Background: an optimization exercise with open tools, aiming at small area and a short achievable clock period. Do not read the settings as production practice. RTL that was checked went through simulation tests only; none was proved equivalent to the original. No functional check of the RTL was part of runs 1 to 3. Power figures rest on the tool's default switching activity, not on a simulated workload.

## flow/config.mk

```make
export PLATFORM = sky130hd
export DESIGN_NAME = alu_instrmem_top
export DESIGN_NICKNAME = alu_instrmem_top
export VERILOG_FILES = /design/flow/design.v
export SDC_FILE = /design/flow/constraint.sdc
export NUM_CORES = 4
export LEC_CHECK = 0
export CAP_MARGIN = 20
export CORE_MARGIN = 2
export CORE_UTILIZATION = 40
export SETUP_SLACK_MARGIN = 5
export SLEW_MARGIN = 20
export TNS_END_PERCENT = 0
```

## flow/flow/run.sh

```bash
#!/bin/bash
# Own layout flow: the standard synthesis, then the standard ORFS layout
# with port buffers that start at the smallest buffer (timing repair upsizes
# the ones that matter), a clock tree built from mid-size clock buffers
# without dummy loads. Each step's full output goes to a log file here.
set -euo pipefail
bash standard.sh synth > synth.log 2>&1
bash standard.sh \
  "BUFFER_PORTS_ARGS=-buffer_cell sky130_fd_sc_hd__buf_1" \
  "CTS_ARGS=-sink_clustering_enable -repair_clock_nets -dont_use_dummy_load -buf_list {sky130_fd_sc_hd__clkbuf_4 sky130_fd_sc_hd__clkbuf_8}" \
  finish > layout.log 2>&1
```

## flow/constraint.sdc

```tcl
create_clock -name core_clock -period 10.0 [get_ports {clk}]
set_input_delay 2.0000 -clock core_clock [delete_from_list [all_inputs] [get_ports {clk}]]
set_output_delay 2.0000 -clock core_clock [all_outputs]
set_load 0.01 [all_outputs]
```

## flow/design.v

```verilog
`timescale 1ns / 1ps
module pfx_add #(parameter W = 16, parameter L = 4) (    
    input  logic [W-1:0] a,
    input  logic [W-1:0] b,
    input  logic         cin,
    output logic [W-1:0] p,       
    output logic [W:0]   c        
);
    logic [W-1:0] g [0:L];
    logic [W-1:0] q [0:L];
    assign p = a ^ b;
    always_comb begin
        g[0] = a;
        q[0] = p;
        g[0][0] = p[0] ? cin : a[0];
        q[0][0] = 1'b0;
        for (int l = 0; l < L; l++) begin
            for (int k = 0; k < W; k++) begin
                if (((k >> l) & 1) == 1) begin
                    g[l+1][k] = q[l][k] ? g[l][((k >> l) << l) - 1] : g[l][k];
                    q[l+1][k] = q[l][k] & q[l][((k >> l) << l) - 1];
                end else begin
                    g[l+1][k] = g[l][k];
                    q[l+1][k] = q[l][k];
                end
            end
        end
        c[0] = cin;
        for (int k = 0; k < W; k++) c[k+1] = g[L][k];
    end
endmodule
`timescale 1ns / 1ps
module alu_instrmem_top(input clk,
        input reset,
        output [7:0] imem_addr,
        input [15:0] imem_data,
        output [9:0] dmem_addr,
        output [15:0] dmem_wdata,
        output dmem_we,
        input [15:0] dmem_rdata,
        output logic ovf_ctrl,
        output logic take_branch
    );
    wire [15:0] i = imem_data;
    wire [2:0] ra = i[9:7];
    wire [2:0] rb = i[4:2];
    wire f0 = i[15:13] == 3'b000;
    wire f2 = i[15:13] == 3'b010;
    wire f4 = i[15:13] == 3'b100;
    wire f6 = i[15:13] == 3'b110;
    wire f7 = i[15:13] == 3'b111;
    wire is_lw   = f2;
    wire is_sw   = f6 & (i[1:0] == 2'b00);
    wire is_beqz = f6 & (i[1:0] == 2'b01);
    wire is_bnez = f7;
    wire is_add  = f4 & (i[11:10] == 2'b01) & (i[1:0] == 2'b10);
    wire is_srai = f4 & (i[11:10] == 2'b01) & (i[1:0] == 2'b01);
    wire is_lgc  = f4 & (i[11:10] == 2'b11) & (i[6:5] != 2'b00);
    wire is_andi = f4 & (i[11:10] == 2'b10);
    wire is_addi = f0 & (i[1:0] == 2'b01);
    wire is_slli = f0 & (i[1:0] == 2'b10);
    wire we = is_lw | is_add | is_srai | is_lgc | is_andi | is_addi | is_slli;
    wire [2:0] wa = i[14] ? rb : ra;
    logic [15:0] R [0:7];
    logic [7:0] valid;
    logic [15:0] wd;
    always_ff @(posedge clk or posedge reset)
        if (reset) valid <= 8'd0;
        else if (we) valid[wa] <= 1'b1;
    always_ff @(posedge clk)
        if (we) R[wa] <= wd;
    wire [5:0] imm6 = {i[12], i[6:2]};
    logic [15:0] A, b;
    always_comb begin
        A = 16'd0;
        b = i[15] ? 16'd0 : {{10{i[12]}}, imm6};
        for (int k = 0; k < 8; k++) begin
            if (ra == k && valid[k]) A = A | R[k];
            if (rb == k && valid[k] && i[15]) b = b | R[k];
        end
    end
    wire [4:0] imm5 = {i[5], i[12], i[11:10], i[6]};
    logic [4:0] ap;
    logic [5:0] ac;
    pfx_add #(5, 3) addr_add (.a(A[6:2]), .b(imm5), .cin(1'b0), .p(ap), .c(ac));
    wire [4:0] alo = ap ^ ac[4:0];
    wire [2:0] ahi = A[9:7] + {2'b00, ac[5]};
    assign dmem_addr = {ahi, alo, A[1:0]};
    wire ovf_mem = ~A[15] & (&A[14:7]) & ac[5];
    logic [15:0] P;
    logic [16:0] C;
    pfx_add #(16, 4) main_add (.a(A), .b(b), .cin(1'b0), .p(P), .c(C));
    wire [15:0] sum = P ^ C[15:0];
    wire ovf_alu = ~P[15] & (C[15] ^ A[15]);
    assign ovf_ctrl = ((is_lw | is_sw) & ovf_mem) | ((is_add | is_addi) & ovf_alu);
    wire t_g = i[10] & i[6];             
    wire t_p = i[10] & ~(i[6] & i[5]);   
    wire [15:0] lg = ({16{t_g}} & A & ~P) | ({16{t_p}} & P)
                   | {10'd0, {6{~i[10]}} & A[5:0] & imm6};
    wire [5:0] sh = imm6;
    logic [15:0] Ar, x, y, yr;
    always_comb for (int k = 0; k < 16; k++) Ar[k] = A[15-k];
    assign x = i[15] ? A : Ar;                  
    wire fill = i[15] & A[15];
    wire [31:0] xs = {{16{fill}}, x} >> sh[3:0];
    assign y = (sh[5:4] != 2'b00) ? {16{fill}} : xs[15:0];
    always_comb for (int k = 0; k < 16; k++) yr[k] = y[15-k];
    wire s_rd  = i[14];                                       
    wire s_sum = ~i[14] & (i[15] ? (~i[11] & i[1]) : ~i[1]);  
    wire s_yr  = ~i[14] & ~i[15] & i[1];                      
    wire s_y   = ~i[14] & i[15] & ~i[11] & ~i[1];             
    wire s_lg  = ~i[14] & i[15] & i[11];                      
    assign wd = ({16{s_rd}} & dmem_rdata) | ({16{s_sum}} & sum) | ({16{s_yr}} & yr)
              | ({16{s_y}} & y) | ({16{s_lg}} & lg);
    assign dmem_we = is_sw;
    assign dmem_wdata = b;                      
    wire az = A == 16'd0;
    assign take_branch = (is_beqz & az) | (is_bnez & ~az);
    wire [7:0] off = {i[12], i[6:5], i[2], i[11:10], i[4:3]};
    wire [7:0] inc = take_branch ? off : 8'd1;
    logic [7:0] pc;
    always_ff @(posedge clk or posedge reset)
        if (reset) pc <= 8'd0;
        else pc <= pc + inc;
    assign imem_addr = pc;
endmodule
```

## flow/standard.sh

```bash
#!/bin/bash
# synth_recipe.tcl (not shown) runs the flow's synth.tcl, then flattens the netlist and writes it again
# the make line also repeats each setting of config.mk as NAME=value (left out here)
make -C /OpenROAD-flow-scripts/flow DESIGN_CONFIG=/design/flow/config.mk WORK_HOME=/design/flow/orfs CLKGATE_MAP_FILE= SYNTH_SCRIPT=/design/flow/synth_recipe.tcl "${@:-finish}"
```

==> metrics.md, run 1 <==
| Metric | Value |
|---|---|
| Outcome | `finished clean` |
| Synth Register Bits | `144` |
| CTS root buf | `clkbuf_8` |
| Data arrival time of the critical path | `5.62 ns` |
| Fin crit period | `about 7.6 ns` |
| Tot Pwr | `around 1800 uW` |
| CP max stage cell | `maj3_2` |
| CP required | `8.00 ns` |
| Synth Flop Type | `edfxtp_1` |
| Antenna viol nets, final | `0` |
| Initial core utilization | `0.410` |
| Largest stage delay, worst path | `0.34 ns` |
| Final worst-path cycle share | `0.762` |
| Dominant cell by count in the synthesized netlist | `edfxtp_1` |
| Crit path capture type | `output pin` |
| Post-route insts no fill | `around 1300` |
| Number of flops mapped to enable cells by yosys | `128` |
| Pwr dens | `between 150 and 200 mW/mm2` |
| Final Util | `0.479` |
| WP buf/inv | `5` |
| Top post-synthesis cells by count | `edfxtp_1 (128), nor2_1 (66), a22oi_1 (65)` |
| Post-Route Skew | `0.0416 ns` |
| DIE AREA | `0.0246 mm2` |
| Post-Route WL | `34400 um` |
| First-pass DRT Iterations | `8` |
| H-tree depth | `4` |
| Max FO, Critical Path | `11` |
| Post-Layout Inst Area | `roughly 0.011 mm2` |
| Ys async rst share | `0.111` |
| Via count | `8682` |
| First DRT Iteration DRCs | `around 1200` |
| GPL Wtd Cong | `approximately 1.0` |
| Initial antenna violation count | `0` |
| Setup crit start kind | `input port` |
| Routed vias/inst | `6.54` |
| Setup violators final | `0` |
| Antenna Cells | `0` |
| Syn_nets | `984` |
| Crit path cell chain | `buf_4 -> nor4bb_4 -> buf_4 -> buf_6 -> a221oi_2 -> and3_4 -> inv_2 -> ha_4 -> maj3_2 -> maj3_2 -> a211oi_2 -> o31ai_2 -> maj3_2 -> a211o_1 -> a31oi_4 -> mux2i_1 -> nand2_1 -> buf_2` |
| Unique cell type count in the Yosys netlist | `approximately 70` |
| First-pass GRT wire length | `slightly above 50000 um` |
| Global route total overflow | `0` |
| Clk latency of the worst-skew pair | `~0.46 ns` |
| Chip height | `~160 um` |
| CTS tree | `yes` |
| Cells after Synth | `934` |
| Slew margin rel. | `0.268` |
| Max-cap violations | `0` |
| Synth area leader | `edfxtp_1` |
| All-Layer GR Usage | `0.283` |
| Synthesis warning total | `7` |
| Top cells by area, synth | `edfxtp_1 (41%), a22oi_1 (5.2%), dfrtp_1 (4.3%), xnor2_1 (3.3%), mux2i_1 (3.2%)` |
| CTS max path bufs | `2` |
| Clock sinks | `144` |
| Delay-heaviest family, CP | `adder cells` |
| Post-synth top area share | `0.412` |
| Layout cells sized above 1 | `0.172` |
| Dpl cell area | `around 0.01 mm2` |
| Site Rows | `55` |
| Post-DP HPWL | `23200 um` |
| Most common cell on crit path | `maj3_2` |
| Area grow syn2layout | `17.0%` |
| Die width | `157 um` |
| Fillcell total | `2058` |
| I/O pins | `~70` |
| Vias in the first global route | `between 8000 and 9000` |
| Footprint of the multi-input gates | `0.00491 mm2` |
| Routed WL per cell | `25.9 um` |
| Setup TNS | `0 ns` |
| Register area | `0.00424 mm2` |
| Max Fclk | `approximately 0.13 GHz` |
| Final Hold Fails | `0` |
| Placed Cells | `between 1000 and 1500` |
| Slew @ Worst Pin | `1.09 ns` |
| Hold WC Path Type | `register to register` |
| Max-slew violation count | `0` |
| Total CTS buffers | `17` |
| Hold Buf Count CTS | `0` |
| DRC | `0` |
| Nets | `~1100` |
| Crit Path Class | `input port to output pin` |
| # port buffers | `70` |
| Post-synthesis sequential area ratio | `0.455` |
| Max IR drop VDD | `approximately 0.067 mV` |
| Post-synthesis average cell area | `between 9 and 10 um2` |
| Largest net degree at the start of global routing | `33` |
| RSZ-0062 raised after global routing | `true` |
| Clock transition at path regs | `~0.070 ns` |
| Synth Cell Area | `approximately 0.0093 mm2` |
| LEAKAGE | `~0.004 uW` |
| Core area | `approximately 0.023 mm2` |
final timing paths:
check	slack, ns	depth (start not counted)	from	end
min in group asynchronous	1.60	2	reset	pc[6]
hold reg to reg	0.50	1	pc[0]	pc[0]
max in group asynchronous	7.98	2	reset	pc[2]
setup / recovery	2.38	18	imem_data[7]	ovf_ctrl
hold / removal	0.50	1	pc[0]	pc[0]
setup reg to reg	4.85	20	valid[4]	pc[7]
routing by layer:
| metal | vias up | share of wire | GRT usage | wire (um) |
|---|---|---|---|---|
| li1 | 3759 | - | - | - |
| met1 | 4145 | 0.38 | 0.363 | 13100 |
| met2 | 624 | 0.45 | 0.443 | 15500 |
| met3 | 154 | 0.11 | 0.0618 | 3730 |
| met4 | 0 | 0.061 | 0.155 | 2110 |
| met5 | - | 0 | 0 | 0 |
area by class of cell:
type | count | share of cell area
Multi-Input combinational cell | 674 | 0.450
Sequential cell | 144 | 0.389
Timing Repair Buffer | 141 | 0.0906
Inverter | 39 | 0.0134
Tap cell | 313 | 0.0359
Clock buffer | 17 | 0.0214
cell usage in the layout, fill, tap and decap left out, drive strengths merged, types with 8 or more instances in the layout:
master	n
buf	135
nor2b	8
ha	15
mux2i	30
a22o	13
nor2	68
nand2	62
edfxtp	128
dfrtp	16
xnor2	35
maj3	10
o21ai	35
a21o	8
a221oi	23
a211oi	24
clkbuf	21
nand4	8
a22oi	65
a222oi	15
a21oi	57
nor3	19
mux2	8
nand3	27
and2	10
o211ai	8
and3	22
inv	39
report_power, final:
part           internal (uW)  switching [uW]  total, uW
Clock                    149             191        340
Sequential               714            40.1        754
Combinational            255             409        664
Total                   1120             640       1760
worst register-to-register path, delay by kind of cell (launching register included):
family / cells / cell delay [ns]
multiplexers: 1 / 0.19
AND/OR/NAND/NOR: 7 / 2.25
AO/OA/AOI/OAI: 8 / 1.46
buffers and inverters: 1 / 0.19
XOR/XNOR: 2 / 0.30
flip-flops: 1 / 0.46
adder cells (fa/ha/maj): 1 / 0.23
through the flow:
stage | hold WS, ns | worst slack, ns
after floorplan | 0.443 | 2.48
after global placement | 0.488 | 1.45
after detailed placement | 0.492 | 1.48
after CTS | 0.507 | 2.47
after global routing | 0.531 | 2.28
final | 0.501 | 2.38
kinds of logic after synthesis:
kind of cell	after synthesis	synth area share
adder cells (fa/ha/maj)	26	0.0334
XOR/XNOR	42	0.0394
buffers and inverters	116	0.0492
flip-flops	144	0.455
multiplexers	40	0.0467
AO/OA/AOI/OAI	293	0.225
AND/OR/NAND/NOR	273	0.151
flip-flops by register name, summed over array words and instances, names as in the netlist:
name / cells
pc: 8
valid: 8
R: 128
repair_timing:
item                       CTS  global route
setup buffers               44             0
setup endpoints to repair  181           165
pin swaps                   25             1
cloned                       4             0
gates resized for setup     82             4
==> run 2: changes to the inputs <==
==> flow/flow/run.sh (replaced) <==
#!/bin/bash
# Own layout flow: the standard synthesis, then the standard ORFS layout
# with port buffers that start at the smallest buffer (timing repair upsizes
# the ones that matter), a clock tree built from mid-size clock buffers
# without dummy loads, and setup repair by cell sizing and pin swaps only
# (no inserted buffers or cloned gates). Each step's full output goes to a
# log file here.
set -euo pipefail
bash standard.sh synth > synth.log 2>&1
bash standard.sh \
  "BUFFER_PORTS_ARGS=-buffer_cell sky130_fd_sc_hd__buf_1" \
  "CTS_ARGS=-sink_clustering_enable -repair_clock_nets -dont_use_dummy_load -buf_list {sky130_fd_sc_hd__clkbuf_4 sky130_fd_sc_hd__clkbuf_8}" \
  "SETUP_MOVE_SEQUENCE=unbuffer,sizeup,swap" \
  finish > layout.log 2>&1
--- a/flow/config.mk
+++ b/flow/config.mk
@@ -9,5 +9,5 @@
 export CORE_MARGIN = 2
 export CORE_UTILIZATION = 40
-export SETUP_SLACK_MARGIN = 5
+export SETUP_SLACK_MARGIN = 4
 export SLEW_MARGIN = 20
 export TNS_END_PERCENT = 0
==> run 2 against run 1 <==
Design area fell by 5.2%; synthesized cell count stayed put; cell count shrank 3.6%; register-to-register slack got worse by 0.08 ns; flip-flop and latch count unchanged; highest routed layer unchanged.
==> metrics.md, run 2 <==
| Metric | Value |
|---|---|
| Pint | `roughly 1100 uW` |
| Max-slew violation count | `0` |
| GRT met2 Usage | `0.410` |
| LEAKAGE | `between 0.003 and 0.004 uW` |
| Most common cell after layout, fill and taps aside | `edfxtp_1` |
| Core area | `around 0.023 mm2` |
| Post-synthesis average cell area | `9.99 um2` |
| Unique cell type count in the Yosys netlist | `68` |
| Antenna Cells | `0` |
| Setup Buffers After CTS | `0` |
| Initial core utilization | `0.410` |
| CTS tree | `yes` |
| DRC | `0` |
| Outcome | `finished clean` |
| Biggest register | `R` |
| Post-Route Skew | `0.0394 ns` |
| Post-synth top area share | `0.412` |
| Post-synthesis sequential area ratio | `0.455` |
| Max Fclk | `around 0.13 GHz` |
| Largest register FFs | `128` |
| Max IR drop VDD | `0.0670 mV` |
| Slew @ Worst Pin | `around 1.1 ns` |
| Max FO, Critical Path | `12` |
| Final Util | `0.454` |
| Area grow syn2layout | `11.0%` |
| Footprint of the multi-input gates | `0.00485 mm2` |
| Total CTS buffers | `17` |
| Site Rows | `55` |
| DIE AREA | `between 0.02 and 0.025 mm2` |
| Post-Route WL | `32900 um` |
| Antenna viol nets, final | `0` |
| Clk latency of the worst-skew pair | `0.46 ns` |
| Grt peak-use layer | `met2` |
| Setup violators final | `0` |
| Synth area leader | `edfxtp_1` |
| Clock sinks | `roughly 140` |
| Via count | `8346` |
| Synth Flop Type | `edfxtp_1` |
| First DRT Iteration DRCs | `~1000` |
| Top cells by area, synth | `edfxtp_1 (41%), a22oi_1 (5.2%), dfrtp_1 (4.3%), xnor2_1 (3.3%), mux2i_1 (3.2%)` |
| Crit Path Class | `input port to output pin` |
| Met1 Track Usage GR | `0.356` |
| Setup TNS | `0 ns` |
| Vias in the first global route | `7823` |
| First-pass DRT Iterations | `6` |
| Synth Cell Area | `a little over 0.009 mm2` |
| Syn_nets | `just under 1000` |
| Synthesis warning total | `7` |
| Fin crit period | `between 7 and 8 ns` |
| Cells after Synth | `between 900 and 1000` |
| Max-cap violations | `0` |
| Ys async rst share | `0.111` |
| Initial antenna violation count | `0` |
| Routed WL per cell | `roughly 26 um` |
| Sw frac | `0.366` |
| Largest net degree at the start of global routing | `38` |
| CTS max path bufs | `2` |
| Top flop regs | `R: 128 flops, pc: 8 flops, valid: 8 flops` |
| Die width | `approximately 160 um` |
| Synth Register Bits | `between 100 and 150` |
| Crit path capture type | `output pin` |
| Slew margin rel. | `0.262` |
| Post-DP HPWL | `about 23000 um` |
| Number of flops mapped to enable cells by yosys | `128` |
| All-Layer GR Usage | `0.269` |
| I/O pins | `71` |
| R2R Setup Slk | `4.77 ns` |
| Register area | `approximately 0.0042 mm2` |
| H-tree depth | `4` |
| Data arrival time of the critical path | `approximately 5.9 ns` |
| CTS root buf | `clkbuf_8` |
| Clock share of power | `0.198` |
| Met3 capacity usage during global routing | `0.0518` |
| Combinational Power Share | `0.364` |
| Dominant cell by count in the synthesized netlist | `edfxtp_1` |
| GPL Wtd Cong | `approximately 1.0` |
| Most frequent cells in the layout | `edfxtp_1 (128), a22oi_1 (65), nor2_1 (64)` |
| First-pass GRT wire length | `between 40000 and 50000 um` |
| Routed vias/inst | `~6.5` |
| Global route total overflow | `0` |
| Chip height | `157 um` |
| RSZ-0062 raised after global routing | `true` |
| Setup crit start kind | `input port` |
| Fillcell total | `between 2000 and 2500` |
| Nets | `around 1000` |
| Final Hold Fails | `0` |
| Net switching power | `~630 uW` |
| # port buffers | `70` |
| CP required | `8.00 ns` |
| Sequential share of power | `0.438` |
| Final worst-path cycle share | `0.786` |
| Top post-synthesis cells by count | `edfxtp_1 (128), nor2_1 (66), a22oi_1 (65)` |
| Clock transition at path regs | `0.07 ns` |
| Hold WC Path Type | `register to register` |
| Pwr dens | `between 150 and 200 mW/mm2` |
| Layout cells sized above 1 | `0.125` |
[run 2: cell types whose count changed in the layout (fill, tap and decap cells not counted), moves of 2 or more]
cell,previous run,this run
nor2_4,3,1
buf_6,2,4
nor2_2,1,3
buf_4,66,21
clkbuf_2,0,3
buf_16,2,0
clkbuf_16,2,0
bufbuf_16,2,0
[run 2: final timing paths]
check,start,to,cells after the start
max reg2reg,valid[7],pc[7],19
min reg2reg,pc[0],pc[0],1
min,pc[0],pc[0],1
max in group asynchronous,reset,valid[4],2
min in group asynchronous,reset,pc[6],2
max,imem_data[8],dmem_addr[9],16
[run 2: worst max-delay path: stages]
cell and delay (ns):
buf_4 0.17, nor4bb_4 0.87, a222oi_1 0.19, nand3_1 0.18
a21oi_4 0.09, inv_1 0.11, ha_1 0.26, nor2_1 0.10
a21oi_1 0.07, maj3_1 0.39, maj3_2 0.34, maj3_2 0.36
ha_1 0.22, ha_1 0.22, xnor2_2 0.12, buf_2 0.15
[run 2: power by group through the flow]
stage	sequential [uW]	combinational [uW]	clock, uW
finish	752	625	341
global route	757	675	365
CTS	751	608	345
detailed placement	763	591	0
global placement	763	588	0
floorplan	756	412	0
[run 2: cell type report]
| cell class | instances | share of cell area |
|---|---|---|
| clock buffer | 17 | 0.0226 |
| inverter | 39 | 0.0141 |
| multi-input combinational | 674 | 0.469 |
| sequential | 144 | 0.410 |
| tap | 313 | 0.0378 |
| timing repair buffer | 93 | 0.0467 |
[run 2: kinds of logic (layout without fill, tap and decap cells)]
family | Yosys count | after routing | synth area share
compound gates | 293 | 293 | 0.225
xor+xnor | 42 | 42 | 0.0394
fa+ha+maj | 26 | 26 | 0.0334
buf+inv | 116 | 149 | 0.0492
flops | 144 | 144 | 0.455
mux | 40 | 40 | 0.0467
simple gates | 273 | 273 | 0.151
[run 2: what timing repair did]
| item | 4_1_cts | 5_1_grt |
|---|---|---|
| setup endpoints to repair | 132 | 94 |
| pin swaps | 19 | 6 |
| gates resized for setup | 57 | 5 |
| hold buffers | 0 | 0 |
[run 2: per-layer routing]
metal | routed length (um) | share of wire | vias to the layer above
li1 | - | - | 3676
met1 | 13300 | 0.40 | 4005
met2 | 14600 | 0.44 | 543
met3 | 3160 | 0.096 | 122
met4 | 1850 | 0.056 | 0
met5 | 0 | 0 | -
[run 2: stage by stage]
step | instance area (um2) | setup slack (ns) | hold slack [ns] | std cells | total power (uW)
after CTS | 10300 | 2.25 | 0.507 | 1280 | 1700
after detailed placement | 9930 | 1.48 | 0.492 | 1263 | 1350
final | 10400 | 2.14 | 0.501 | 1280 | 1720
after floorplan | 9450 | 2.48 | 0.443 | 934 | 1170
after global routing | 10400 | 2.05 | 0.531 | 1280 | 1800
after global placement | 9930 | 1.45 | 0.488 | 1263 | 1350
==> run 3: changes to the inputs <==
--- a/flow/design.v
+++ b/flow/design.v
@@ -3,5 +3,5 @@
     input  logic [W-1:0] a,
     input  logic [W-1:0] b,
-    input  logic         cin,
+    input  logic         g0,      
     output logic [W-1:0] p,       
     output logic [W:0]   c        
@@ -13,5 +13,5 @@
         g[0] = a;
         q[0] = p;
-        g[0][0] = p[0] ? cin : a[0];
+        g[0][0] = g0;
         q[0][0] = 1'b0;
         for (int l = 0; l < L; l++) begin
@@ -26,5 +26,5 @@
             end
         end
-        c[0] = cin;
+        c[0] = 1'b0;
         for (int k = 0; k < W; k++) c[k+1] = g[L][k];
     end
@@ -72,16 +72,23 @@
     wire [5:0] imm6 = {i[12], i[6:2]};
     logic [15:0] A, b;
+    logic g0_main, g0_addr;
     always_comb begin
+        b = i[15] ? 16'd0 : {{10{i[12]}}, imm6};
+        for (int k = 0; k < 8; k++)
+            if (rb == k && valid[k] && i[15]) b = b | R[k];
         A = 16'd0;
-        b = i[15] ? 16'd0 : {{10{i[12]}}, imm6};
-        for (int k = 0; k < 8; k++) begin
-            if (ra == k && valid[k]) A = A | R[k];
-            if (rb == k && valid[k] && i[15]) b = b | R[k];
-        end
+        g0_main = 1'b0;
+        g0_addr = 1'b0;
+        for (int k = 0; k < 8; k++)
+            if (ra == k && valid[k]) begin
+                A = A | R[k];
+                g0_main = g0_main | (R[k][0] & b[0]);
+                g0_addr = g0_addr | (R[k][2] & i[6]);
+            end
     end
     wire [4:0] imm5 = {i[5], i[12], i[11:10], i[6]};
     logic [4:0] ap;
     logic [5:0] ac;
-    pfx_add #(5, 3) addr_add (.a(A[6:2]), .b(imm5), .cin(1'b0), .p(ap), .c(ac));
+    pfx_add #(5, 3) addr_add (.a(A[6:2]), .b(imm5), .g0(g0_addr), .p(ap), .c(ac));
     wire [4:0] alo = ap ^ ac[4:0];
     wire [2:0] ahi = A[9:7] + {2'b00, ac[5]};
@@ -90,5 +97,5 @@
     logic [15:0] P;
     logic [16:0] C;
-    pfx_add #(16, 4) main_add (.a(A), .b(b), .cin(1'b0), .p(P), .c(C));
+    pfx_add #(16, 4) main_add (.a(A), .b(b), .g0(g0_main), .p(P), .c(C));
     wire [15:0] sum = P ^ C[15:0];
     wire ovf_alu = ~P[15] & (C[15] ^ A[15]);
@@ -96,5 +103,5 @@
     wire t_g = i[10] & i[6];             
     wire t_p = i[10] & ~(i[6] & i[5]);   
-    wire [15:0] lg = ({16{t_g}} & A & ~P) | ({16{t_p}} & P)
+    wire [15:0] lg = (A & ({16{t_g}} & ~P)) | ({16{t_p}} & P)
                    | {10'd0, {6{~i[10]}} & A[5:0] & imm6};
     wire [5:0] sh = imm6;
==> flow/flow/run.sh (replaced) <==
#!/bin/bash
# Own layout flow: the standard synthesis, then the standard ORFS layout
# with port buffers that start at the smallest buffer (timing repair upsizes
# the ones that matter), a clock tree built from mid-size clock buffers
# without dummy loads. Each step's full output goes to a log file here.
set -euo pipefail
bash standard.sh synth > synth.log 2>&1
bash standard.sh \
  "BUFFER_PORTS_ARGS=-buffer_cell sky130_fd_sc_hd__buf_1" \
  "CTS_ARGS=-sink_clustering_enable -repair_clock_nets -dont_use_dummy_load -buf_list {sky130_fd_sc_hd__clkbuf_4 sky130_fd_sc_hd__clkbuf_8}" \
  finish > layout.log 2>&1
==> run 3 against run 2 <==
Routed wire length rose by 7.4%; synthesized area fell by 0.25%; synthesized cell count fell by 3.6%; clock power fell by 2%; fmax rose by 6.3%; setup slack improved by 0.46 ns; combinational power rose by 19%; design area rose by 8.1%; via count rose by 5.5%; clock skew fell by 0.0098 ns; critical path type is now input port to register; critical endpoint is now R[0][4].
==> metrics.md, run 3 <==
| Metric | Value |
|---|---|
| Outcome | `finished clean` |
| Layout cells sized above 1 | `0.224` |
| Crit path to | `R[0][4]` |
| First-pass GRT wire length | `between 50000 and 60000 um` |
| Final Util | `0.493` |
| Post-DP HPWL | `around 23000 um` |
| Max Fclk | `0.135 GHz` |
| Synth Cell Area | `between 0.009 and 0.01 mm2` |
| Vias in the first global route | `8267` |
| GPL Wtd Cong | `roughly 1` |
| Global route total overflow | `0` |
| Net switching power | `about 670 uW` |
| Fin crit period | `7.40 ns` |
| Largest net degree at the start of global routing | `45` |
| Sw frac | `0.365` |
| Top flop regs | `R: 128 flops, pc: 8 flops, valid: 8 flops` |
| Delay-heaviest family, CP | `buffers and inverters` |
| Synthesis warning total | `7` |
| Synth Register Bits | `~140` |
| Syn_nets | `948` |
| First-pass DRT Iterations | `9` |
| Setup violators final | `0` |
| R2R Setup Slk | `3.99 ns` |
| Max-cap violations | `0` |
| Pint | `1160 uW` |
| WHS | `0.518 ns` |
| Clock sinks | `144` |
| H-tree depth | `4` |
| CTS root buf | `clkbuf_8` |
| Initial antenna violation count | `0` |
| Crit path capture type | `register` |
| Most common cell on crit path | `buf_4` |
| Top post-synthesis cells by count | `edfxtp_1 (128), nand2_1 (66), a22oi_1 (63)` |
| Total CTS buffers | `17` |
| R2r startpoint | `valid[0]` |
| Max FO, Critical Path | `8` |
| Dominant cell by count in the synthesized netlist | `edfxtp_1` |
| RSZ-0062 raised after global routing | `true` |
| Cells after Synth | `900` |
| CP max stage cell | `a222oi_1` |
| Clk latency of the worst-skew pair | `between 0.4 and 0.5 ns` |
| Post-Route Skew | `0.0297 ns` |
| Final worst-path cycle share | `0.740` |
| Clock transition at path regs | `approximately 0.07 ns` |
| Placed Cells | `approximately 1200` |
| Routed vias/inst | `between 6 and 7` |
| Post-route insts no fill | `1318` |
| Data arrival time of the critical path | `about 7.6 ns` |
| Largest register FFs | `128` |
| Tot Pwr | `1830 uW` |
| Largest stage delay, worst path | `~0.45 ns` |
| Post-Route WL | `roughly 35000 um` |
| Number of flops mapped to enable cells by yosys | `128` |
| Sequential share of power | `0.413` |
| Post-synthesis average cell area | `10.3 um2` |
| Ys async rst share | `0.111` |
| Fillcell total | `about 2100` |
| Most common cell after layout, fill and taps aside | `edfxtp_1` |
| Hold Buf Count CTS | `0` |
| Site Rows | `55` |
| I/O pins | `71` |
| Antenna viol nets, final | `0` |
| Slew @ Worst Pin | `1.11 ns` |
| Biggest register | `R` |
| Max-slew violation count | `0` |
| Core area | `0.0227 mm2` |
| Combinational Power Share | `0.405` |
| CTS max path bufs | `2` |
| Crit path depth | `37` |
| Synth area leader | `edfxtp_1` |
| Setup TNS | `0 ns` |
| Crit Path Class | `input port to register` |
| Initial core utilization | `0.410` |
| Top cells by area, synth | `edfxtp_1 (41%), a22oi_1 (5.1%), dfrtp_1 (4.3%), xnor2_1 (3.8%), mux2i_1 (3.3%)` |
| LEAKAGE | `~0.0042 uW` |
| Nets | `about 1100` |
| Unique cell type count in the Yosys netlist | `just under 80` |
| Die width | `~160 um` |
| Final Hold Fails | `0` |
| Slew margin rel. | `0.250` |
| Synth Flop Type | `edfxtp_1` |
| Hold WC Path Type | `register to register` |
| Most frequent cells in the layout | `edfxtp_1 (128), buf_4 (103), nand2_1 (66)` |
| DIE AREA | `approximately 0.024 mm2` |
| Post-synthesis sequential area ratio | `0.456` |
| Antenna Cells | `0` |
| CP required | `slightly above 10 ns` |
| WP buf/inv | `31` |
| Setup crit start kind | `input port` |
| Max IR drop VDD | `0.0840 mV` |
| DRC | `0` |
| R2R cell count | `33` |
| First DRT Iteration DRCs | `about 1300` |
| Routed WL per cell | `~27 um` |
| Post-synth top area share | `0.413` |
| Clock share of power | `0.182` |
| Chip height | `157 um` |
| Area grow syn2layout | `20.2%` |
| All-Layer GR Usage | `0.285` |
| Worst Setup SP | `imem_data[15]` |
| # port buffers | `70` |
| CTS tree | `yes` |
| Reg2reg end | `R[0][4]` |
| Via count | `8802` |
| Pwr dens | `~160 mW/mm2` |
[run 3: worst min-delay path by stage]
stage,endpoint,slack [ns],cells past startpoint,startpoint
after detailed placement,pc[0],0.50,1,pc[0]
after global placement,pc[0],0.50,1,pc[0]
final,pc[0],0.52,1,pc[0]
after global routing,pc[0],0.53,1,pc[0]
after floorplan,valid[5],0.43,1,valid[5]
after CTS,pc[0],0.52,1,pc[0]
[run 3: per-stage QoR]
step	setup slack [ns]	instance area (um2)
CTS	2.61	11000
global route	2.56	11200
finish	2.60	11200
global placement	1.80	9890
detailed placement	1.71	9890
floorplan	2.97	9420
[run 3: area by class of cell]
| type | count | area [um2] | area share |
|---|---|---|---|
| clock buffers | 17 | 234 | 0.0209 |
| repair buffers | 184 | 1290 | 0.116 |
| well taps | 285 | 357 | 0.0319 |
| flip-flops and latches | 144 | 4240 | 0.379 |
| multi-input cells | 650 | 4910 | 0.439 |
| inverters | 38 | 146 | 0.0131 |
[run 3: layer usage]
layer | GRT usage | vias up | part of all wire | wire, um
met1 | 0.368 | 4206 | 0.38 | 13300
li1 | - | 3756 | - | -
met5 | 0 | - | 0 | 0
met3 | 0.0631 | 161 | 0.12 | 4250
met4 | 0.163 | 0 | 0.062 | 2200
met2 | 0.442 | 679 | 0.44 | 15500
[run 3: what timing repair did]
item	in CTS	in global routing
endpoints found under the setup margin	125	43
resized for setup	70	21
gates cloned	3	0
pin swaps	22	17
setup buffers	79	9
[run 3: worst reg2reg max path, delay by kind of cell, from the launching register on]
| family | cells | cell delay (ns) |
|---|---|---|
| DFF | 1 | 0.43 |
| buffers and inverters | 27 | 3.54 |
| and+or+nand+nor | 2 | 0.50 |
| AOI/OAI and AO/OA | 4 | 1.27 |
[run 3: kinds of logic (layout without fill, tap and decap cells)]
kind of cell	count (synthesis)	after routing	share of synthesized area
XOR/XNOR	45	45	0.0424
multiplexers	42	42	0.0539
buffers and inverters	107	239	0.0495
AO/OA/AOI/OAI	277	277	0.220
adder cells (fa/ha/maj)	26	26	0.0331
flip-flops	144	144	0.456
AND/OR/NAND/NOR	259	260	0.145
[run 3: power groups by stage]
stage / combinational (uW) / clock [uW] / sequential [uW]
floorplan: 438 / 0 / 758
global placement: 621 / 0 / 764
detailed placement: 627 / 0 / 764
CTS: 695 / 339 / 754
global route: 786 / 362 / 760
finish: 741 / 334 / 756
==> run 4: changes to the inputs <==
--- a/flow/design.v
+++ b/flow/design.v
@@ -92,5 +92,6 @@
     pfx_add #(5, 3) addr_add (.a(A[6:2]), .b(imm5), .g0(g0_addr), .p(ap), .c(ac));
     wire [4:0] alo = ap ^ ac[4:0];
-    wire [2:0] ahi = A[9:7] + {2'b00, ac[5]};
+    wire [2:0] ahi1 = A[9:7] + 3'd1;
+    wire [2:0] ahi = ac[5] ? ahi1 : A[9:7];    
     assign dmem_addr = {ahi, alo, A[1:0]};
     wire ovf_mem = ~A[15] & (&A[14:7]) & ac[5];
==> run 4 against run 3 <==
Power up 2.9%; die area up 5.0%; clock skew down 0.0068 ns; count of clock-buffer cells in the layout unchanged; sequential share of layout area down 1.5 points; combinational power up 3.0%; hold slack worse by 0.011 ns; non-clock buffer count down 27.
==> metrics.md, run 4 <==
| Metric | Value |
|---|---|
| Crit path depth | `16` |
| Slew margin rel. | `0.258` |
| Max IR drop VDD | `between 0.08 and 0.09 mV` |
| Outcome | `finished clean` |
| DR WL met3 | `4350 um` |
| Number of flops mapped to enable cells by yosys | `around 130` |
| Post-DP HPWL | `about 27000 um` |
| Synth Cell Area | `0.00979 mm2` |
| Synth area leader | `edfxtp_1` |
| Initial core utilization | `0.405` |
| Delay-heaviest family, CP | `simple AND/OR/NAND/NOR gates` |
| Largest net degree at the start of global routing | `28` |
| Sequential share of power | `0.409` |
| Synth Area in Simple Gates | `0.196` |
| Routed WL per cell | `between 20 and 30 um` |
| Reg2reg end | `pc[7]` |
| Largest family of logic cells by synthesized area | `compound AO/OA/AOI/OAI gates` |
| Hold wc startpoint | `pc[0]` |
| Die width | `between 150 and 200 um` |
| Core area | `around 0.024 mm2` |
| Clock sinks | `approximately 140` |
| Layout cells sized above 1 | `0.233` |
| Placed Cells | `approximately 1300` |
| Most frequent cells in the layout | `edfxtp_1 (128), buf_4 (75), nand2_1 (66)` |
| Setup crit start kind | `input port` |
| H-tree depth | `4` |
| DIE AREA | `roughly 0.026 mm2` |
| Global route total overflow | `0` |
| Synth Area in Adders | `0.0295` |
| Antenna Cells | `0` |
| First-pass GRT wire length | `roughly 56000 um` |
| Clock transition at path regs | `approximately 0.08 ns` |
| Post-Route WL | `38400 um` |
| LEAKAGE | `slightly above 0.004 uW` |
| Most common cell after layout, fill and taps aside | `edfxtp_1` |
| Post-route insts no fill | `approximately 1400` |
| Slew @ Worst Pin | `approximately 1.1 ns` |
| Total CTS buffers | `17` |
| Crit path to | `ovf_ctrl` |
| Crit path capture type | `output pin` |
| Max Fclk | `roughly 0.14 GHz` |
| Synth Register Bits | `144` |
| DRC | `0` |
| Net switching power | `approximately 710 uW` |
| Pint | `between 1000 and 1500 uW` |
| CTS max path bufs | `2` |
| Cells after Synth | `slightly below 1000` |
| Initial antenna violation count | `1` |
| Post-Route Skew | `approximately 0.023 ns` |
| Worst Setup SP | `imem_data[8]` |
| Register area | `~0.0042 mm2` |
| CP max stage cell | `nor4bb_4` |
| First DRT Iteration DRCs | `around 1300` |
| Site Rows | `57` |
| Largest stage delay, worst path | `~0.51 ns` |
| WP buf/inv | `4` |
| Routed vias/inst | `6.65` |
| Crit path cell chain | `buf_12 -> nor4bb_4 -> buf_6 -> a22oi_1 -> nand2_1 -> nor2_1 -> buf_4 -> xnor2_1 -> nor4_2 -> o31ai_4 -> nand3_2 -> maj3_4 -> o21ai_4 -> a21oi_2 -> o211ai_1 -> buf_2` |
| Nets | `around 1100` |
| Ys async rst share | `0.111` |
| CTS tree | `yes` |
| Setup TNS | `0 ns` |
| Hold WC Path Type | `register to register` |
| Hold Buf Count CTS | `0` |
| Area grow syn2layout | `19.1%` |
| Clock share of power | `0.186` |
| Data arrival time of the critical path | `a little over 5 ns` |
| Setup violators final | `0` |
| Unique cell type count in the Yosys netlist | `91` |
| R2R Setup Slk | `a little under 5 ns` |
| Clk latency of the worst-skew pair | `roughly 0.45 ns` |
| Syn_nets | `~1000` |
| Final worst-path cycle share | `0.707` |
| R2r startpoint | `valid[2]` |
| CTS root buf | `clkbuf_8` |
| Synth Flop Type | `edfxtp_1` |
| # port buffers | `70` |
| Met1 wire length | `roughly 15000 um` |
| XOR/XNOR Fraction of Synth Area | `0.0376` |
| Biggest register | `R` |
| Post-synth top area share | `0.393` |
| Max-slew violation count | `0` |
| GPL Wtd Cong | `~1` |
| Footprint of the multi-input gates | `around 0.0055 mm2` |
| Max-cap violations | `0` |
| R2R cell count | `21` |
| Fin crit period | `around 7 ns` |
| I/O pins | `slightly above 70` |
| Chip height | `160 um` |
| Antenna viol nets, final | `0` |
| RSZ-0062 raised after global routing | `true` |
| Synthesis warning total | `7` |
| Crit Path Class | `input port to output pin` |
| Setup WS pre-CTS | `roughly 1.9 ns` |
| WL met2 | `roughly 17000 um` |
| Synth Area in Compound Gates | `0.204` |
| Top flop regs | `R: 128 flops, pc: 8 flops, valid: 8 flops` |
| Max FO, Critical Path | `7` |
| Top cells by area, synth | `edfxtp_1 (39%), a22oi_1 (4.8%), dfrtp_1 (4.1%), xnor2_1 (3.4%), mux4_2 (3.2%)` |
| Top sig layer | `met4` |
| Fillcell total | `between 2000 and 2500` |
| Largest register FFs | `approximately 130` |
| Final Hold Fails | `0` |
| Post-synthesis average cell area | `between 10 and 15 um2` |
| Pwr dens | `~160 mW/mm2` |
| Combinational Power Share | `0.405` |
| Dominant cell by count in the synthesized netlist | `edfxtp_1` |
| Multiplexer area fraction after synthesis | `0.0458` |
| Top post-synthesis cells by count | `edfxtp_1 (128), nand2_1 (69), nor2_1 (65)` |
| Setup WS post-layout | `2.93 ns` |
| Sw frac | `0.378` |
| Post-synthesis sequential area ratio | `0.434` |
| Vias in the first global route | `between 8000 and 9000` |
| First-pass DRT Iterations | `8` |
| All-Layer GR Usage | `0.291` |
| CP required | `8.00 ns` |
| Via count | `roughly 9000` |
run 4: cell types whose count changed in the layout (fill, tap and decap cells not counted), sizes merged, moves of 6 or more:
cell    before  now
a21oi       45   53
and2        10   21
mux4         6   14
buf        177  148
nand4        6   20
a22o        14    6
mux2i       31   11
nand3       20   45
inv         37   31
a211o        8    1
a31oi        3   10
a222oi      14    6
run 4: layout make-up:
type,count,area share
Multi-Input combinational cell,708,0.469
Sequential cell,144,0.364
Timing Repair Buffer,157,0.0986
Inverter,35,0.0132
Clock buffer,17,0.0201
Tap cell,324,0.0348
run 4: routing by layer:
layer | global-route usage | vias up
met1 | 0.385 | 4422
met4 | 0.143 | 0
li1 | - | 3936
met3 | 0.0615 | 153
met2 | 0.456 | 697
met5 | 0 | -
run 4: stage by stage:
step	hold slack [ns]	area, um2	util	power, uW
2_1_floorplan	0.442	10000	-	1240
3_3_place_gp	0.486	10400	0.431	1430
3_5_place_dp	0.492	10400	0.431	1430
4_1_cts	0.511	11500	0.476	1840
5_1_grt	0.545	11700	0.482	1960
6_report	0.507	11700	0.482	1880
run 4: power groups by stage:
stage	registers (uW)	clock network, uW	logic, uW
after floorplan	757	0	479
after global placement	778	0	655
after detailed placement	776	0	658
after CTS	766	353	725
after global routing	772	376	809
final	770	350	763
run 4: cells by family after synthesis:
kind of cell | Yosys count
AOI/OAI and AO/OA | 273
muxes | 27
adders and majority gates | 24
buffers and inverters | 115
DFF | 144
xor gates and xnor gates | 42
and+or+nand+nor | 342
run 4: worst min-delay path by stage:
stage	cells after the start	end	slack [ns]
final	1	pc[0]	0.51
after global routing	1	valid[5]	0.55
after CTS	1	pc[0]	0.51
after detailed placement	1	pc[0]	0.49
after global placement	1	pc[0]	0.49
after floorplan	1	valid[5]	0.44
run 4: repair_timing:
item	4_1_cts	5_1_grt
pin swaps	28	13
setup buffers	51	9
gates cloned	4	1
resized for setup	98	8
setup endpoints to repair	136	13
==> run 5: changes to the inputs <==
==> flow/flow/run.sh (replaced) <==
#!/bin/bash
# Own layout flow: the standard synthesis, then the standard ORFS layout
# with port buffers that start at the smallest buffer (timing repair upsizes
# the ones that matter), a clock tree built from mid-size clock buffers
# without dummy loads, and setup repair by cell sizing pin swaps and buffering
# (no cloned gates). Each step's full output goes to a
# log file here.
set -euo pipefail
bash standard.sh synth > synth.log 2>&1
bash standard.sh \
  "BUFFER_PORTS_ARGS=-buffer_cell sky130_fd_sc_hd__buf_1" \
  "CTS_ARGS=-sink_clustering_enable -repair_clock_nets -dont_use_dummy_load -buf_list {sky130_fd_sc_hd__clkbuf_4 sky130_fd_sc_hd__clkbuf_8}" \
  "SETUP_MOVE_SEQUENCE=unbuffer,sizeup,swap,buffer" \
  finish > layout.log 2>&1
--- a/flow/config.mk
+++ b/flow/config.mk
@@ -11,3 +11,5 @@
 export SETUP_SLACK_MARGIN = 4
 export SLEW_MARGIN = 20
+export SYNTH_HIERARCHICAL = 1
+export SYNTH_MINIMUM_KEEP_SIZE = 0
 export TNS_END_PERCENT = 0
==> run 5 against run 4 <==
Largest power group unchanged; die area down 7.2%; synthesized cell count shrank 9.3%; still clean on timing, DRC and antenna; cell count fell by 9.0%.
==> metrics.md, run 5 <==
| Metric | Value |
|---|---|
| Outcome | `finished clean` |
| Most frequent cells in the layout | `edfxtp_1 (128), nand2_1 (80), buf_4 (71)` |
| CTS root buf | `clkbuf_8` |
| Slew margin rel. | `0.268` |
| Largest register FFs | `approximately 130` |
| Largest stage delay, worst path | `a little under 0.4 ns` |
| Vias in the first global route | `~8300` |
| Post-Route WL | `34600 um` |
| Crit path capture type | `output pin` |
| Setup TNS | `0 ns` |
| CP max stage cell | `a222oi_1` |
| Final worst-path cycle share | `0.721` |
| DIE AREA | `approximately 0.024 mm2` |
| Sequential share of power | `0.422` |
| Max IR drop VDD | `roughly 0.077 mV` |
| Cells after Synth | `877` |
| Crit path to | `ovf_ctrl` |
| R2r startpoint | `valid[4]` |
| Largest net degree at the start of global routing | `33` |
| First-pass GRT wire length | `roughly 51000 um` |
| Crit Path Class | `input port to output pin` |
| Clk latency of the worst-skew pair | `~0.47 ns` |
| Chip height | `approximately 150 um` |
| Total CTS buffers | `17` |
| Post-Route Skew | `0.0473 ns` |
| GPL Wtd Cong | `slightly above 1` |
| RSZ-0062 raised after global routing | `true` |
| Post-synthesis average cell area | `10.3 um2` |
| Global route total overflow | `0` |
| Area grow syn2layout | `17.2%` |
| CTS tree | `yes` |
| Site Rows | `55` |
| Hold WC Path Type | `register to register` |
| Final Util | `0.473` |
| Setup crit start kind | `input port` |
| Placed Cells | `1191` |
| Via count | `8514` |
| DRC | `0` |
| Pwr dens | `roughly 170 mW/mm2` |
| Worst Setup SP | `imem_data[3]` |
| Slew @ Worst Pin | `1.09 ns` |
| Core area | `between 0.02 and 0.025 mm2` |
| Combinational Power Share | `0.387` |
| H-tree depth | `4` |
| Routed WL per cell | `between 20 and 30 um` |
| I/O pins | `around 70` |
| Crit path cell chain | `buf_4 -> inv_6 -> nor2_2 -> and3_4 -> a222oi_1 -> nand3_2 -> buf_4 -> a21oi_1 -> a211oi_1 -> maj3_2 -> a21oi_2 -> nand2_2 -> maj3_2 -> xnor2_2 -> nand3_2 -> o41ai_4 -> buf_2` |
| Final Hold Fails | `0` |
| Die width | `155 um` |
| CTS max path bufs | `2` |
| Syn_nets | `just over 900` |
| Pint | `between 1000 and 1500 uW` |
| Top flop regs | `R: 128 flops, pc: 8 flops, valid: 8 flops` |
| WHS | `0.520 ns` |
| Max-cap violations | `0` |
| CP required | `8.00 ns` |
| Synthesis warning total | `13` |
| Data arrival time of the critical path | `5.21 ns` |
| All-Layer GR Usage | `0.286` |
| Tot Pwr | `roughly 1800 uW` |
| R2R cell count | `19` |
| First-pass DRT Iterations | `8` |
| Fin crit period | `approximately 7.2 ns` |
| Post-DP HPWL | `approximately 23000 um` |
| Max-slew violation count | `0` |
| # port buffers | `70` |
| Clock transition at path regs | `0.05 ns` |
| LEAKAGE | `approximately 0.0040 uW` |
| Initial antenna violation count | `1` |
| Biggest register | `R` |
| First DRT Iteration DRCs | `around 1200` |
| Post-route insts no fill | `roughly 1300` |
| Max FO, Critical Path | `14` |
| Clock sinks | `approximately 140` |
| Setup violators final | `0` |
| Antenna viol nets, final | `0` |
| Most common cell after layout, fill and taps aside | `edfxtp_1` |
| Initial core utilization | `0.404` |
| R2R Setup Slk | `about 5 ns` |
| Layout cells sized above 1 | `0.207` |
| Max Fclk | `about 0.14 GHz` |
| Net switching power | `around 660 uW` |
| Reg2reg end | `R[1][7]` |
| Sw frac | `0.371` |
| Clock share of power | `0.191` |
| Synth Cell Area | `just over 0.009 mm2` |
| Routed vias/inst | `6.76` |
| Nets | `~1000` |
[run 5: power groups by stage]
stage | Sequential [uW] | Combinational, uW | Clock (uW)
2_1_floorplan | 762 | 409 | 0
3_3_place_gp | 765 | 609 | 0
3_5_place_dp | 765 | 611 | 0
4_1_cts | 754 | 651 | 347
5_1_grt | 757 | 738 | 370
6_report | 754 | 691 | 342
[run 5: final cells by class]
class | count | area [um2]
fillers | 2097 | 11800
multi-input cells | 639 | 4720
flip-flops and latches | 144 | 4240
repair buffers | 143 | 936
well taps | 285 | 357
clock buffers | 17 | 234
inverters | 31 | 133
diodes | 1 | 2.50
[run 5: worst max-delay path: cells and delay by family]
family	cells	cell delay, ns
AO/OA/AOI/OAI	5	0.86
AND/OR/NAND/NOR	5	0.85
buffers and inverters	4	0.68
adder cells (fa/ha/maj)	2	0.68
XOR/XNOR	1	0.14
[run 5: how the worst min path moves through the flow]
stage                   from  endpoint  slack, ns  depth (start not counted)
floorplan           valid[7]  valid[7]       0.43                          1
CTS                 valid[0]  valid[0]       0.52                          1
global route        valid[0]  valid[0]       0.54                          1
detailed placement  valid[0]  valid[0]       0.49                          1
global placement    valid[0]  valid[0]       0.50                          1
finish              valid[5]  valid[5]       0.52                          1
[run 5: routing by layer]
| metal | GRT usage | vias to the layer above | wire length [um] |
|---|---|---|---|
| li1 | - | 3647 | - |
| met5 | 0 | - | 0 |
| met1 | 0.363 | 4157 | 13200 |
| met2 | 0.466 | 585 | 16000 |
| met3 | 0.0644 | 125 | 3890 |
| met4 | 0.139 | 0 | 1620 |
[run 5: repair_timing]
action / in CTS / in global routing
hold buffers: 0 / 0
resized for setup: 70 / 21
endpoints found under the setup margin: 137 / 44
buffers inserted: 36 / 15
pin swaps: 25 / 20
[run 5: through the flow]
step / setup slack, ns / cell area (um2)
final: 2.79 / 10600
after global routing: 2.73 / 10600
after CTS: 2.83 / 10400
after detailed placement: 1.59 / 9670
after global placement: 1.76 / 9670
after floorplan: 3.21 / 9250
==> run 6: changes to the inputs <==
--- a/flow/flow/run.sh
+++ b/flow/flow/run.sh
@@ -3,5 +3,5 @@
 # with port buffers that start at the smallest buffer (timing repair upsizes
 # the ones that matter), a clock tree built from mid-size clock buffers
-# without dummy loads, and setup repair by cell sizing pin swaps and buffering
+# without dummy loads, and setup repair by cell sizing, pin swaps and buffering
 # (no cloned gates). Each step's full output goes to a
 # log file here.
--- a/flow/config.mk
+++ b/flow/config.mk
@@ -6,4 +6,5 @@
 export NUM_CORES = 4
 export LEC_CHECK = 0
+export ABC_AREA = 1
 export CAP_MARGIN = 20
 export CORE_MARGIN = 2
@@ -11,5 +12,3 @@
 export SETUP_SLACK_MARGIN = 4
 export SLEW_MARGIN = 20
-export SYNTH_HIERARCHICAL = 1
-export SYNTH_MINIMUM_KEEP_SIZE = 0
 export TNS_END_PERCENT = 0
==> run 6 against run 5 <==
Synthesized cell count is 60% higher; routed wire length is 27% higher; global-route usage is 2.4 points higher; hold slack worse by 0.0099 ns; cell count is 50% higher; power is 5.0% lower; critical path depth is 5 higher; sequential power is 4.6% lower; fmax is 14% higher; clock skew is 0.0053 ns lower; flip-flop and latch count stayed put; design area is 22% higher.
==> metrics.md, run 6 <==
| Metric | Value |
|---|---|
| Setup WS post-layout | `around 3.7 ns` |
| DRC | `0` |
| DIE AREA | `~0.028 mm2` |
| Largest net degree at the start of global routing | `30` |
| Crit path capture type | `output pin` |
| Initial core utilization | `0.406` |
| Pwr dens | `between 100 and 150 mW/mm2` |
| Hold WC Path Type | `register to register` |
| Max FO, Critical Path | `29` |
| Largest register FFs | `between 100 and 150` |
| Slew @ Worst Pin | `0.982 ns` |
| Ys async rst share | `0.111` |
| CTS max path bufs | `2` |
| Routed vias/inst | `between 5 and 6` |
| # port buffers | `70` |
| Nets | `1600` |
| Synth Flop Type | `edfxtp_1` |
| Top post-synthesis cells by count | `nand2_1 (410), nand3_1 (241), edfxtp_1 (128)` |
| Top sig layer | `met4` |
| DR WL met3 | `4370 um` |
| Clk latency of the worst-skew pair | `about 0.47 ns` |
| Setup WS pre-CTS | `2.74 ns` |
| Antenna viol nets, final | `0` |
| Final Hold Fails | `0` |
| Post-synthesis sequential area ratio | `0.401` |
| Total CTS buffers | `17` |
| Clock transition at path regs | `0.07 ns` |
| Crit Path Class | `input port to output pin` |
| Clock sinks | `about 140` |
| Cells after Synth | `between 1000 and 1500` |
| Outcome | `finished clean` |
| Site Rows | `just under 60` |
| First-pass GRT wire length | `~65000 um` |
| GPL Wtd Cong | `around 1.0` |
| Most common cell after layout, fill and taps aside | `nand2_1` |
| Register area | `0.00424 mm2` |
| Top flop regs | `R: 128 flops, pc: 8 flops, valid: 8 flops` |
| Number of flops mapped to enable cells by yosys | `between 100 and 150` |
| Dominant cell by count in the synthesized netlist | `nand2_1` |
| First DRT Iteration DRCs | `roughly 1500` |
| Setup violators final | `0` |
| CP required | `8.00 ns` |
| Global route total overflow | `0` |
| All-Layer GR Usage | `0.310` |
| First-pass DRT Iterations | `8` |
| CTS tree | `yes` |
| Antenna Cells | `0` |
| Post-Route WL | `between 40000 and 50000 um` |
| Routed WL per cell | `~23 um` |
| Vias in the first global route | `~10000` |
| Via count | `11008` |
| Syn_nets | `roughly 1400` |
| Fillcell total | `2532` |
| Post-DP HPWL | `about 33000 um` |
| LEAKAGE | `between 0.005 and 0.006 uW` |
| I/O pins | `slightly above 70` |
| Max IR drop VDD | `approximately 0.082 mV` |
| Hold Buf Count CTS | `0` |
| WL met2 | `between 15000 and 20000 um` |
| Area grow syn2layout | `22.4%` |
| Synth area leader | `edfxtp_1` |
| Post-synthesis average cell area | `~7.6 um2` |
| Core area | `0.0261 mm2` |
| Synthesis warning total | `7` |
| Initial antenna violation count | `0` |
| Slew margin rel. | `0.343` |
| Max-cap violations | `0` |
| CTS root buf | `clkbuf_8` |
| Top cells by area, synth | `edfxtp_1 (36%), nand2_1 (15%), nand3_1 (11%), nor2_1 (4.1%), dfrtp_1 (3.8%)` |
| Biggest register | `R` |
| Fin crit period | `6.33 ns` |
| Most frequent cells in the layout | `nand2_1 (386), nand3_1 (235), edfxtp_1 (128)` |
| Max Fclk | `roughly 0.16 GHz` |
| Synth Register Bits | `144` |
| Setup TNS | `0 ns` |
| Max-slew violation count | `0` |
| Layout cells sized above 1 | `0.244` |
| Footprint of the multi-input gates | `between 0.006 and 0.007 mm2` |
| Chip height | `between 150 and 200 um` |
| Final worst-path cycle share | `0.633` |
| Placed Cells | `approximately 1800` |
| Post-Route Skew | `roughly 0.042 ns` |
| H-tree depth | `4` |
| Unique cell type count in the Yosys netlist | `between 50 and 60` |
| Post-route insts no fill | `1886` |
| Synth Cell Area | `approximately 0.011 mm2` |
| Data arrival time of the critical path | `approximately 4.3 ns` |
| Die width | `~170 um` |
| WHS | `0.510 ns` |
| Tot Pwr | `about 1700 uW` |
| Setup crit start kind | `input port` |
| Post-synth top area share | `0.363` |
| Met1 wire length | `between 15000 and 20000 um` |
| RSZ-0062 raised after global routing | `true` |
[run 6: cell types whose count changed in the layout (fill, tap and decap cells not counted), sizes merged, moves of 15 or more]
cell,previous run,this run
xor2,36,9
a222oi,34,0
a22oi,58,6
nand4,8,27
nor2,63,160
nand2,83,477
nand3,30,257
a22o,15,0
o21ai,32,54
a221oi,30,6
buf,143,166
inv,30,126
a21oi,45,28
[run 6: layout make-up]
type / count / area share
clock buffers: 17 / 0.0181
inverters: 130 / 0.0449
multi-input cells: 1091 / 0.480
flip-flops and latches: 144 / 0.328
well taps: 335 / 0.0323
repair buffers: 169 / 0.0970
[run 6: timing repair]
item	4_1_cts	5_1_grt
pin swaps	61	45
setup endpoints to repair	25	9
setup buffers	65	19
gates resized for setup	154	59
[run 6: cells by family (layout without fill, tap and decap cells)]
| logic type | Yosys count | in the layout | synth area share |
|---|---|---|---|
| AND/OR/NAND/NOR | 943 | 943 | 0.429 |
| buffers and inverters | 167 | 316 | 0.0701 |
| flip-flops | 144 | 144 | 0.401 |
| AO/OA/AOI/OAI | 123 | 123 | 0.0738 |
| adder cells (fa/ha/maj) | 13 | 13 | 0.0161 |
| XOR/XNOR | 12 | 12 | 0.00993 |
[run 6: critical path, stage by stage]
cell and delay, ns:
buf_8 0.08, buf_16 0.19, clkinv_16 0.13, nor2_4 0.12, buf_12 0.14, nand3_4 0.13, buf_12 0.19, o22ai_4 0.11
a21oi_4 0.07, buf_4 0.15, nand3_4 0.06, nand2_4 0.06, nor2_4 0.12, nand2_4 0.10, inv_4 0.07, nand2_1 0.05
nand2_2 0.09, nand3_1 0.08, nand2_1 0.09, nand2_1 0.05, nand2_1 0.07, buf_2 0.13
[run 6: metal layers]
metal  global-route usage  up-vias
met2                0.479      693
li1                     -     5017
met4                0.145        0
met3               0.0573      128
met5                    0        -
met1                0.423     5170
[run 6: worst paths after layout]
| kind | cells after the start | end | from | slack [ns] |
|---|---|---|---|---|
| setup / recovery | 22 | ovf_ctrl | imem_data[15] | 3.67 |
| hold / removal | 1 | pc[0] | pc[0] | 0.51 |
| setup reg to reg | 27 | pc[7] | valid[0] | 5.52 |
| hold reg to reg | 1 | pc[0] | pc[0] | 0.51 |
| max in group asynchronous | 2 | valid[3] | reset | 7.92 |
| min in group asynchronous | 2 | pc[3] | reset | 1.62 |
[run 6: through the flow]
stage	cell area, um2	util
final	13000	0.497
after global routing	13000	0.497
after CTS	12600	0.482
after detailed placement	11200	0.428
after global placement	11200	0.428
after floorplan	10600	-
[run 6: report_power, final]
group | switching [uW] | internal (uW) | leakage, uW
Combinational | 414 | 206 | 0.00412
Clock | 208 | 150 | 0.000122
Sequential | 17.9 | 702 | 0.00133
==> run 7: changes to the inputs <==
==> flow/flow/run.sh (replaced) <==
#!/bin/bash
# Own layout flow: the standard synthesis, then the standard ORFS layout
# with port buffers that start at the smallest buffer (timing repair upsizes
# the ones that matter), a clock tree built from mid-size clock buffers
# without dummy loads, and setup repair by cell sizing and pin swaps only
# (no inserted buffers or cloned gates). Each step's full output goes to a
# log file here.
set -euo pipefail
bash standard.sh synth > synth.log 2>&1
bash standard.sh \
  "BUFFER_PORTS_ARGS=-buffer_cell sky130_fd_sc_hd__buf_1" \
  "CTS_ARGS=-sink_clustering_enable -repair_clock_nets -dont_use_dummy_load -buf_list {sky130_fd_sc_hd__clkbuf_4 sky130_fd_sc_hd__clkbuf_8}" \
  "SETUP_MOVE_SEQUENCE=unbuffer,sizeup,swap" \
  finish > layout.log 2>&1
--- a/flow/config.mk
+++ b/flow/config.mk
@@ -6,5 +6,4 @@
 export NUM_CORES = 4
 export LEC_CHECK = 0
-export ABC_AREA = 1
 export CAP_MARGIN = 20
 export CORE_MARGIN = 2
==> run 7 against run 6 <==
Fmax fell by 15%; die area fell by 7.4%; clock power fell by 2%; design area fell by 16%; register-to-register slack got worse by 0.70 ns; flip-flop and latch count did not move; core utilization fell by 4.5 points; via count fell by 19%; sequential power rose by 6.8%; combinational power rose by 13%; non-clock buffer count fell by 77; clock skew fell by 0.019 ns.
==> metrics.md, run 7 <==
| Metric | Value |
|---|---|
| Post-synthesis average cell area | `between 10 and 15 um2` |
| Register area | `between 0.004 and 0.005 mm2` |
| Max FO, Critical Path | `14` |
| Largest register FFs | `~130` |
| Biggest register | `R` |
| Clock transition at path regs | `0.08 ns` |
| Vias in the first global route | `8266` |
| Most common cell after layout, fill and taps aside | `edfxtp_1` |
| First-pass DRT Iterations | `6` |
| Fin crit period | `approximately 7.4 ns` |
| CP required | `about 8.0 ns` |
| Site Rows | `57` |
| Initial antenna violation count | `0` |
| Max Fclk | `~0.14 GHz` |
| R2R cell count | `20` |
| CTS max path bufs | `2` |
| Largest net degree at the start of global routing | `38` |
| GPL Wtd Cong | `between 0.9 and 1` |
| Nets | `about 1000` |
| RSZ-0062 raised after global routing | `true` |
| # port buffers | `70` |
| Ys async rst share | `0.111` |
| Synth Flop Type | `edfxtp_1` |
| Syn_nets | `about 1000` |
| Max-slew violation count | `0` |
| Routed vias/inst | `approximately 6.7` |
| Synth Cell Area | `0.00979 mm2` |
| Fillcell total | `roughly 2300` |
| Setup TNS | `0 ns` |
| Area grow syn2layout | `11.6%` |
| Worst hold stages | `1` |
| WHS | `0.507 ns` |
| Hold Buf Count CTS | `0` |
| Chip height | `around 160 um` |
| Number of flops mapped to enable cells by yosys | `128` |
| Final worst-path cycle share | `0.740` |
| CTS tree | `yes` |
| Final Hold Fails | `0` |
| Routed WL per cell | `27.9 um` |
| Post-Route WL | `36800 um` |
| Top flop regs | `R: 128 flops, pc: 8 flops, valid: 8 flops` |
| All-Layer GR Usage | `0.280` |
| LEAKAGE | `roughly 0.0037 uW` |
| Pwr dens | `about 170 mW/mm2` |
| Setup Buffers After CTS | `0` |
| Global route total overflow | `0` |
| Hold WC Path Type | `register to register` |
| Footprint of the multi-input gates | `between 0.005 and 0.006 mm2` |
| Clock sinks | `between 100 and 150` |
| Top post-synthesis cells by count | `edfxtp_1 (128), nand2_1 (69), nor2_1 (65)` |
| Clk latency of the worst-skew pair | `around 0.46 ns` |
| Synth Register Bits | `144` |
| CTS root buf | `clkbuf_8` |
| Post-synth top area share | `0.393` |
| Slew margin rel. | `0.281` |
| DRC | `0` |
| Outcome | `finished clean` |
| Initial core utilization | `0.405` |
| Post-Route Skew | `between 0.02 and 0.025 ns` |
| I/O pins | `slightly above 70` |
| Synthesis warning total | `7` |
| Max IR drop VDD | `approximately 0.084 mV` |
| Antenna Cells | `0` |
| Crit Path Class | `input port to output pin` |
| Die width | `around 160 um` |
| Setup violators final | `0` |
| Post-DP HPWL | `26700 um` |
| Max-cap violations | `0` |
| Unique cell type count in the Yosys netlist | `about 90` |
| Layout cells sized above 1 | `0.175` |
| DIE AREA | `between 0.02 and 0.03 mm2` |
| Data arrival time of the critical path | `5.40 ns` |
| First DRT Iteration DRCs | `approximately 1200` |
| Setup crit start kind | `input port` |
| Core area | `0.0242 mm2` |
| H-tree depth | `4` |
| Synth area leader | `edfxtp_1` |
| Total CTS buffers | `17` |
| Post-synthesis sequential area ratio | `0.434` |
| Dominant cell by count in the synthesized netlist | `edfxtp_1` |
| Via count | `~9000` |
| Antenna viol nets, final | `0` |
| Cells after Synth | `between 900 and 1000` |
| Most frequent cells in the layout | `edfxtp_1 (128), nand2_1 (65), buf_1 (62)` |
| Slew @ Worst Pin | `between 1 and 1.5 ns` |
| Crit path capture type | `output pin` |
| First-pass GRT wire length | `~54000 um` |
| Top cells by area, synth | `edfxtp_1 (39%), a22oi_1 (4.8%), dfrtp_1 (4.1%), xnor2_1 (3.4%), mux4_2 (3.2%)` |
[run 7: cell families after synthesis]
kind of cell,count (synthesis),synth area share
AND/OR/NAND/NOR,342,0.196
flip-flops,144,0.434
XOR/XNOR,42,0.0376
adder cells (fa/ha/maj),24,0.0295
AO/OA/AOI/OAI,273,0.204
multiplexers,27,0.0458
buffers and inverters,115,0.0534
[run 7: layout make-up]
| cell class | count | share of cell area |
|---|---|---|
| clock buffer | 17 | 0.0214 |
| tap | 324 | 0.0371 |
| inverter | 35 | 0.0145 |
| multi-input combinational | 708 | 0.490 |
| sequential | 144 | 0.389 |
| timing repair buffer | 92 | 0.0481 |
[run 7: layer usage]
| layer | vias to the layer above | wire (um) | track usage |
|---|---|---|---|
| met2 | 655 | 16600 | 0.442 |
| li1 | 3813 | - | - |
| met1 | 4267 | 14600 | 0.381 |
| met5 | - | 0 | 0 |
| met4 | 0 | 1890 | 0.131 |
| met3 | 135 | 3800 | 0.0429 |
[run 7: final timing paths]
check / start / end / slack (ns)
max: imem_data[3] / ovf_ctrl / 2.60
min: pc[0] / pc[0] / 0.51
max reg2reg: valid[2] / pc[7] / 4.82
min reg2reg: pc[0] / pc[0] / 0.51
max in group asynchronous: reset / pc[2] / 7.95
min in group asynchronous: reset / pc[6] / 1.61
[run 7: per-stage QoR]
stage               power, uW   util  worst slack (ns)  area, um2  instances
finish                   1820  0.452              2.60      10900       1320
global route             1890  0.452              2.49      10900       1320
CTS                      1790  0.446              2.64      10800       1318
detailed placement       1430  0.431              1.86      10400       1301
global placement         1430  0.431              1.86      10400       1301
floorplan                1240      -              3.34      10000        967
[run 7: worst max-delay path, cell delays in order]
cell	delay [ns]
clkbuf_8	0.17
nor4b_4	0.71
and2_4	0.33
a222oi_1	0.11
and3_4	0.22
inv_4	0.07
a31oi_4	0.04
o31a_1	0.33
o31ai_2	0.27
nand3_2	0.14
maj3_4	0.37
o21ai_4	0.21
a21oi_2	0.09
o211ai_1	0.18
buf_2	0.16
[run 7: timing repair]
item / CTS / global route
endpoints found under the hold margin: 0 / 0
pin swaps: 21 / 22
cloned: 0 / 0
gates resized for setup: 44 / 28
setup endpoints to repair: 136 / 20
[run 7: where the power goes]
part / switching (uW) / total, uW / internal (uW)
Clock: 201 / 351 / 150
Sequential: 54.7 / 768 / 714
Combinational: 439 / 701 / 262
Total: 694 / 1820 / 1130

[port drivers added, routing unchanged]
The flow's constraints put no driver on any port. The routed layouts listed below were extracted and timed again, unchanged, in two steps. Step 1 assumes that a clkbuf_16 drives the clock port and a buf_2 every other input. Step 2 times the ports against the registers' clock, not the clock port: input delays grow and output delays shrink by t, the midpoint of the rising clock arrivals with the driver on. Slacks: ideal / step 1 / step 2; pairs: ideal / step 1.
run | t, ns | setup WS [ns] | worst setup path after step 2 | latest minus earliest clock arrival (ns) | pins driven straight from the clock port
run 1 | 0.488 | 2.381 / 2.350 / 2.350 | input to output | 0.042 / 0.042 | 1
run 2 | 0.486 | 2.137 / 2.117 / 2.117 | input to output | 0.040 / 0.040 | 1
run 3 | 0.485 | 2.601 / 2.591 / 2.137 | input to register | 0.030 / 0.030 | 1
run 4 | 0.480 | 2.930 / 2.765 / 2.765 | input to output | 0.023 / 0.023 | 1
run 5 | 0.495 | 2.786 / 2.754 / 2.754 | input to output | 0.048 / 0.048 | 1
run 6 | 0.490 | 3.672 / 3.621 / 3.621 | input to output | 0.042 / 0.042 | 1
run 7 | 0.483 | 2.595 / 2.527 / 2.527 | input to output | 0.022 / 0.023 | 1
After both steps setup and hold are still met in every run listed. The setup slack of run 3, which loses most, moves by -0.010 ns with the drivers and by -0.464 ns with both steps.
